What follows belongs to an exercise in optimizing a design on an open flow for small area; a production flow would make more cautious choices.
Power and IR drop assume default switching activity.

// fir_pipeline
module fir_pipeline #(
    parameter DATA_WIDTH  = 24,
    parameter TAP_NUM     = 64,
    parameter COEFF_WIDTH = 26
)(
    input  logic                          clk,
    input  logic                          rst_n,
    input  logic                          in_valid,
    input  logic signed [DATA_WIDTH-1:0]  in_data,
    output logic                          out_valid,
    output logic signed [DATA_WIDTH+15:0] out_data
);
Size in the first run: about 2400 cells after synthesis, ~1600 flip-flops, ~68 I/O pins, ~0.036 sq mm of cells after synthesis.
==> module fir_pipeline, before the edit <==
module fir_pipeline #(
    parameter DATA_WIDTH  = 24,
    parameter TAP_NUM     = 64,
    parameter COEFF_WIDTH = 26
)(
    input  logic                          clk,
    input  logic                          rst_n,
    input  logic                          in_valid,
    input  logic signed [DATA_WIDTH-1:0]  in_data,
    output logic                          out_valid,
    output logic signed [DATA_WIDTH+15:0] out_data
);
    localparam int NR = TAP_NUM - 2;    
    localparam int AW = 27;             
    localparam int LW = 13;             
    localparam int HW = AW - LW;        
    function automatic logic signed [COEFF_WIDTH-1:0] coeff(input integer k);
        case (k)
            0: coeff = 26'sd0;
            1: coeff = 26'sd137;
            2: coeff = -26'sd531;
            3: coeff = 26'sd51;
            4: coeff = 26'sd2256;
            5: coeff = -26'sd4368;
            6: coeff = 26'sd1756;
            7: coeff = 26'sd6984;
            8: coeff = -26'sd14653;
            9: coeff = 26'sd9000;
            10: coeff = 26'sd13355;
            11: coeff = -26'sd35455;
            12: coeff = 26'sd28671;
            13: coeff = 26'sd17439;
            14: coeff = -26'sd70614;
            15: coeff = 26'sd71227;
            16: coeff = 26'sd10121;
            17: coeff = -26'sd121666;
            18: coeff = 26'sd150813;
            19: coeff = -26'sd25292;
            20: coeff = -26'sd185871;
            21: coeff = 26'sd286953;
            22: coeff = -26'sd117772;
            23: coeff = -26'sd255456;
            24: coeff = 26'sd515868;
            25: coeff = -26'sd327817;
            26: coeff = -26'sd318777;
            27: coeff = 26'sd953354;
            28: coeff = -26'sd866001;
            29: coeff = -26'sd363288;
            30: coeff = 26'sd2439282;
            31: coeff = -26'sd4406275;
            32: coeff = 26'sd21990352;
            33: coeff = -26'sd4406275;
            34: coeff = 26'sd2439282;
            35: coeff = -26'sd363288;
            36: coeff = -26'sd866001;
            37: coeff = 26'sd953354;
            38: coeff = -26'sd318777;
            39: coeff = -26'sd327817;
            40: coeff = 26'sd515868;
            41: coeff = -26'sd255456;
            42: coeff = -26'sd117772;
            43: coeff = 26'sd286953;
            44: coeff = -26'sd185871;
            45: coeff = -26'sd25292;
            46: coeff = 26'sd150813;
            47: coeff = -26'sd121666;
            48: coeff = 26'sd10121;
            49: coeff = 26'sd71227;
            50: coeff = -26'sd70614;
            51: coeff = 26'sd17439;
            52: coeff = 26'sd28671;
            53: coeff = -26'sd35455;
            54: coeff = 26'sd13355;
            55: coeff = 26'sd9000;
            56: coeff = -26'sd14653;
            57: coeff = 26'sd6984;
            58: coeff = 26'sd1756;
            59: coeff = -26'sd4368;
            60: coeff = 26'sd2256;
            61: coeff = 26'sd51;
            62: coeff = -26'sd531;
            63: coeff = 26'sd137;
            default: coeff = '0;
        endcase
    endfunction
    function automatic logic signed [COEFF_WIDTH-1:0] fold_coeff(input logic [4:0] i);
        fold_coeff = coeff(i + 1);
    endfunction
    function automatic logic [LW:0] add_lo(input logic [LW-1:0] a, input logic [LW-1:0] b,
                                          input logic ci);
        logic c;
        c = ci;
        for (int i = 0; i < LW; i++) begin
            add_lo[i] = a[i] ^ b[i] ^ c;
            c = (a[i] & b[i]) | (c & (a[i] ^ b[i]));
        end
        add_lo[LW] = c;
    endfunction
    function automatic logic [HW-1:0] add_hi(input logic [HW-1:0] a, input logic [HW-1:0] b,
                                            input logic ci);
        logic c;
        c = ci;
        for (int i = 0; i < HW; i++) begin
            add_hi[i] = a[i] ^ b[i] ^ c;
            c = (a[i] & b[i]) | (c & (a[i] ^ b[i]));
        end
    endfunction
    logic [DATA_WIDTH-1:0] ring [0:NR-1];    
    logic [DATA_WIDTH-1:0] buf_q;            
    logic [5:0]  v;
    logic [4:0]  j;       
    logic        busy;
    logic        pend;
    logic        clr;
    logic        ov;
    logic [AW-1:0] acc;
    logic        cs;
    wire [DATA_WIDTH-1:0] head = ring[NR-1];
    wire [DATA_WIDTH-1:0] head_rot = {head[0], head[DATA_WIDTH-1:1]};
    always_ff @(posedge clk) begin
        ring[0] <= busy ? buf_q : (clr ? '0 : head);
        for (int i = 1; i < NR; i++) ring[i] <= ring[i-1];
        buf_q <= (head_rot & {DATA_WIDTH{busy}}) | (in_data & {DATA_WIDTH{~busy & in_valid}})
               | (buf_q & {DATA_WIDTH{~busy & ~in_valid}});
    end
    wire last_pass = (j == 5'd23);
    wire tail      = (j == 5'd24);
    wire bit_in    = (head[0] ^ last_pass) & ~tail;
    wire [4:0] fi  = v[4:0] ^ {5{v[5]}};
    wire [AW-1:0] coef = AW'(fold_coeff(fi));
    wire [AW-1:0] term = coef & {AW{bit_in}};
    wire first = (v == 6'd0) & ~tail;
    wire shift = first & (j != 5'd0);
    wire keep  = ~first;
    wire [LW-1:0] lo = acc[LW-1:0];
    wire [HW-1:0] hi = acc[AW-1:LW];
    wire [LW-1:0] lo_base = ({hi[0] ^ cs, lo[LW-1:1]} & {LW{shift}}) | (lo & {LW{keep}});
    wire [HW-1:0] hi_base = ({hi[HW-1], hi[HW-1:1]} & {HW{shift}}) | (hi & {HW{keep}});
    wire hc  = cs & (keep | (shift & hi[0]));
    wire cin = last_pass & (v[5:1] == 5'd0);
    wire [LW:0]   lo_sum = add_lo(lo_base, term[LW-1:0], cin);
    wire [HW-1:0] hi_sum = add_hi(hi_base, term[AW-1:LW], hc);
    always_ff @(posedge clk or negedge rst_n) begin
        if (!rst_n) begin
            v    <= '0;
            j    <= '0;
            busy <= 1'b0;
            pend <= 1'b0;
            clr  <= 1'b1;
            ov   <= 1'b0;
            acc  <= AW'(1) << 24;    
            cs   <= 1'b0;
        end else begin
            ov <= in_valid;
            if (in_valid) pend <= 1'b1;
            if (!busy) begin
                v <= (v == 6'd62) ? 6'd0 : (v == 6'd31) ? 6'd33 : v + 6'd1;
                if (v == 6'd62) begin
                    clr <= 1'b0;
                    if (pend && !clr) begin
                        busy <= 1'b1;
                        pend <= 1'b0;
                    end
                end
            end else begin
                acc <= {hi_sum, lo_sum[LW-1:0]};
                cs  <= lo_sum[LW];
                if (tail) begin
                    busy <= 1'b0;
                    j    <= '0;
                    v    <= 6'd2;
                end else begin
                    v <= (v == 6'd31) ? 6'd33 : v + 6'd1;
                    if (v == 6'd63) j <= j + 5'd1;
                end
            end
        end
    end
    wire [AW-2:0] res = acc[AW-1:1] - (AW-1)'(1 << 23);
    assign out_valid = ov;
    assign out_data  = {{(DATA_WIDTH+16-(AW-1)){res[AW-2]}}, res};
endmodule
Settings: LEC_CHECK=0, ABC_AREA=1, CAP_MARGIN=20, CORE_MARGIN=2, CORE_UTILIZATION=40, CTS_BUF_LIST=sky130_fd_sc_hd__clkbuf_8, CTS_CLUSTER_DIAMETER=50, CTS_CLUSTER_SIZE=20, SLEW_MARGIN=20; clock period 10.0 ns.
run.sh (not shown) runs the stock make flow with config.mk's settings and CLKGATE_MAP_FILE= SYNTH_SCRIPT=/design/flow/synth_recipe.tcl, a recipe that flattens the netlist after the stock synthesis.
Rerun with:
--- a/flow/design.v
+++ b/flow/design.v
@@ -9,14 +9,12 @@
     input  logic signed [DATA_WIDTH-1:0]  in_data,
     output logic                          out_valid,
     output logic signed [DATA_WIDTH+15:0] out_data
 );
     localparam int NR = TAP_NUM - 2;    
     localparam int AW = 27;             
-    localparam int LW = 13;             
-    localparam int HW = AW - LW;        
     function automatic logic signed [COEFF_WIDTH-1:0] coeff(input integer k);
         case (k)
             0: coeff = 26'sd0;
             1: coeff = 26'sd137;
             2: coeff = -26'sd531;
             3: coeff = 26'sd51;
@@ -83,99 +81,76 @@
             default: coeff = '0;
         endcase
     endfunction
     function automatic logic signed [COEFF_WIDTH-1:0] fold_coeff(input logic [4:0] i);
         fold_coeff = coeff(i + 1);
     endfunction
-    function automatic logic [LW:0] add_lo(input logic [LW-1:0] a, input logic [LW-1:0] b,
-                                          input logic ci);
+    function automatic logic [AW-1:0] add3(input logic [AW-1:0] a, input logic [AW-1:0] b,
+                                           input logic ci);
         logic c;
         c = ci;
-        for (int i = 0; i < LW; i++) begin
-            add_lo[i] = a[i] ^ b[i] ^ c;
-            c = (a[i] & b[i]) | (c & (a[i] ^ b[i]));
-        end
-        add_lo[LW] = c;
-    endfunction
-    function automatic logic [HW-1:0] add_hi(input logic [HW-1:0] a, input logic [HW-1:0] b,
-                                            input logic ci);
-        logic c;
-        c = ci;
-        for (int i = 0; i < HW; i++) begin
-            add_hi[i] = a[i] ^ b[i] ^ c;
+        for (int i = 0; i < AW; i++) begin
+            add3[i] = a[i] ^ b[i] ^ c;
             c = (a[i] & b[i]) | (c & (a[i] ^ b[i]));
         end
     endfunction
     logic [DATA_WIDTH-1:0] ring [0:NR-1];    
     logic [DATA_WIDTH-1:0] buf_q;            
     logic [5:0]  v;
     logic [4:0]  j;       
     logic        busy;
     logic        pend;
     logic        clr;
     logic        ov;
     logic [AW-1:0] acc;
-    logic        cs;
     wire [DATA_WIDTH-1:0] head = ring[NR-1];
     wire [DATA_WIDTH-1:0] head_rot = {head[0], head[DATA_WIDTH-1:1]};
     always_ff @(posedge clk) begin
         ring[0] <= busy ? buf_q : (clr ? '0 : head);
         for (int i = 1; i < NR; i++) ring[i] <= ring[i-1];
-        buf_q <= (head_rot & {DATA_WIDTH{busy}}) | (in_data & {DATA_WIDTH{~busy & in_valid}})
-               | (buf_q & {DATA_WIDTH{~busy & ~in_valid}});
+        if (busy)          buf_q <= head_rot;
+        else if (in_valid) buf_q <= in_data;
     end
     wire last_pass = (j == 5'd23);
-    wire tail      = (j == 5'd24);
-    wire bit_in    = (head[0] ^ last_pass) & ~tail;
+    wire bit_in    = head[0] ^ last_pass;
     wire [4:0] fi  = v[4:0] ^ {5{v[5]}};
     wire [AW-1:0] coef = AW'(fold_coeff(fi));
     wire [AW-1:0] term = coef & {AW{bit_in}};
-    wire first = (v == 6'd0) & ~tail;
+    wire first = (v == 6'd0);
     wire shift = first & (j != 5'd0);
-    wire keep  = ~first;
-    wire [LW-1:0] lo = acc[LW-1:0];
-    wire [HW-1:0] hi = acc[AW-1:LW];
-    wire [LW-1:0] lo_base = ({hi[0] ^ cs, lo[LW-1:1]} & {LW{shift}}) | (lo & {LW{keep}});
-    wire [HW-1:0] hi_base = ({hi[HW-1], hi[HW-1:1]} & {HW{shift}}) | (hi & {HW{keep}});
-    wire hc  = cs & (keep | (shift & hi[0]));
+    wire [AW-1:0] base = ({acc[AW-1], acc[AW-1:1]} & {AW{shift}}) | (acc & {AW{~first}});
     wire cin = last_pass & (v[5:1] == 5'd0);
-    wire [LW:0]   lo_sum = add_lo(lo_base, term[LW-1:0], cin);
-    wire [HW-1:0] hi_sum = add_hi(hi_base, term[AW-1:LW], hc);
     always_ff @(posedge clk or negedge rst_n) begin
         if (!rst_n) begin
             v    <= '0;
             j    <= '0;
             busy <= 1'b0;
             pend <= 1'b0;
             clr  <= 1'b1;
             ov   <= 1'b0;
             acc  <= AW'(1) << 24;    
-            cs   <= 1'b0;
         end else begin
             ov <= in_valid;
             if (in_valid) pend <= 1'b1;
             if (!busy) begin
                 v <= (v == 6'd62) ? 6'd0 : (v == 6'd31) ? 6'd33 : v + 6'd1;
                 if (v == 6'd62) begin
                     clr <= 1'b0;
                     if (pend && !clr) begin
                         busy <= 1'b1;
                         pend <= 1'b0;
                     end
                 end
+            end else if (j == 5'd24) begin
+                busy <= 1'b0;
+                j    <= '0;
+                v    <= 6'd2;
             end else begin
-                acc <= {hi_sum, lo_sum[LW-1:0]};
-                cs  <= lo_sum[LW];
-                if (tail) begin
-                    busy <= 1'b0;
-                    j    <= '0;
-                    v    <= 6'd2;
-                end else begin
-                    v <= (v == 6'd31) ? 6'd33 : v + 6'd1;
-                    if (v == 6'd63) j <= j + 5'd1;
-                end
+                v   <= (v == 6'd31) ? 6'd33 : v + 6'd1;
+                acc <= add3(base, term, cin);
+                if (v == 6'd63) j <= j + 5'd1;
             end
         end
     end
     wire [AW-2:0] res = acc[AW-1:1] - (AW-1)'(1 << 23);
     assign out_valid = ov;
     assign out_data  = {{(DATA_WIDTH+16-(AW-1)){res[AW-2]}}, res};
=> The changed run finished with negative setup slack left. Fmax fell by about a fifth. Design area rises by a few percent. Global-route usage is lower by 0.69 points. Non-clock buffer count went up by 124. First-iteration DRC count rises by a few percent. Final cell count came out higher by a few percent. Sequential power hardly moves. Die area hardly moves. Clock-buffer cell count climbs by 2. Routed wire length falls by a few percent.
Function was not checked in any run of this note: the RTL went through the layout flow alone.

static timing again, ports no longer ideal:
Ports are ideal in the flow. The routed layouts listed here were re-timed in OpenROAD. Step 1: set_driving_cell puts a clkbuf_16 on clk and a buf_2 on each other input, an assumption about the parent block. Step 2 moves the port delays by t, midway between the first and last clock arrival at a register: inputs arrive t later, outputs are due t later. That takes back most of the time a late clock gives input paths. a / b / c = ideal ports / drivers / drivers and shift; a / b = the first two.
| run | t, ns | slack for setup (ns) | latest minus earliest clock arrival (ns) | worst data-port slew with drivers (ns) | pins driven straight from the clock port |
|---|---|---|---|---|---|
| the first run | 0.800 | 0.890 / 0.890 / 0.890 | 0.060 / 0.060 | 0.11 | 1 |
| the second run | 0.782 | -1.279 / -1.279 / -1.279 | 0.050 / 0.050 | 0.08 | 1 |
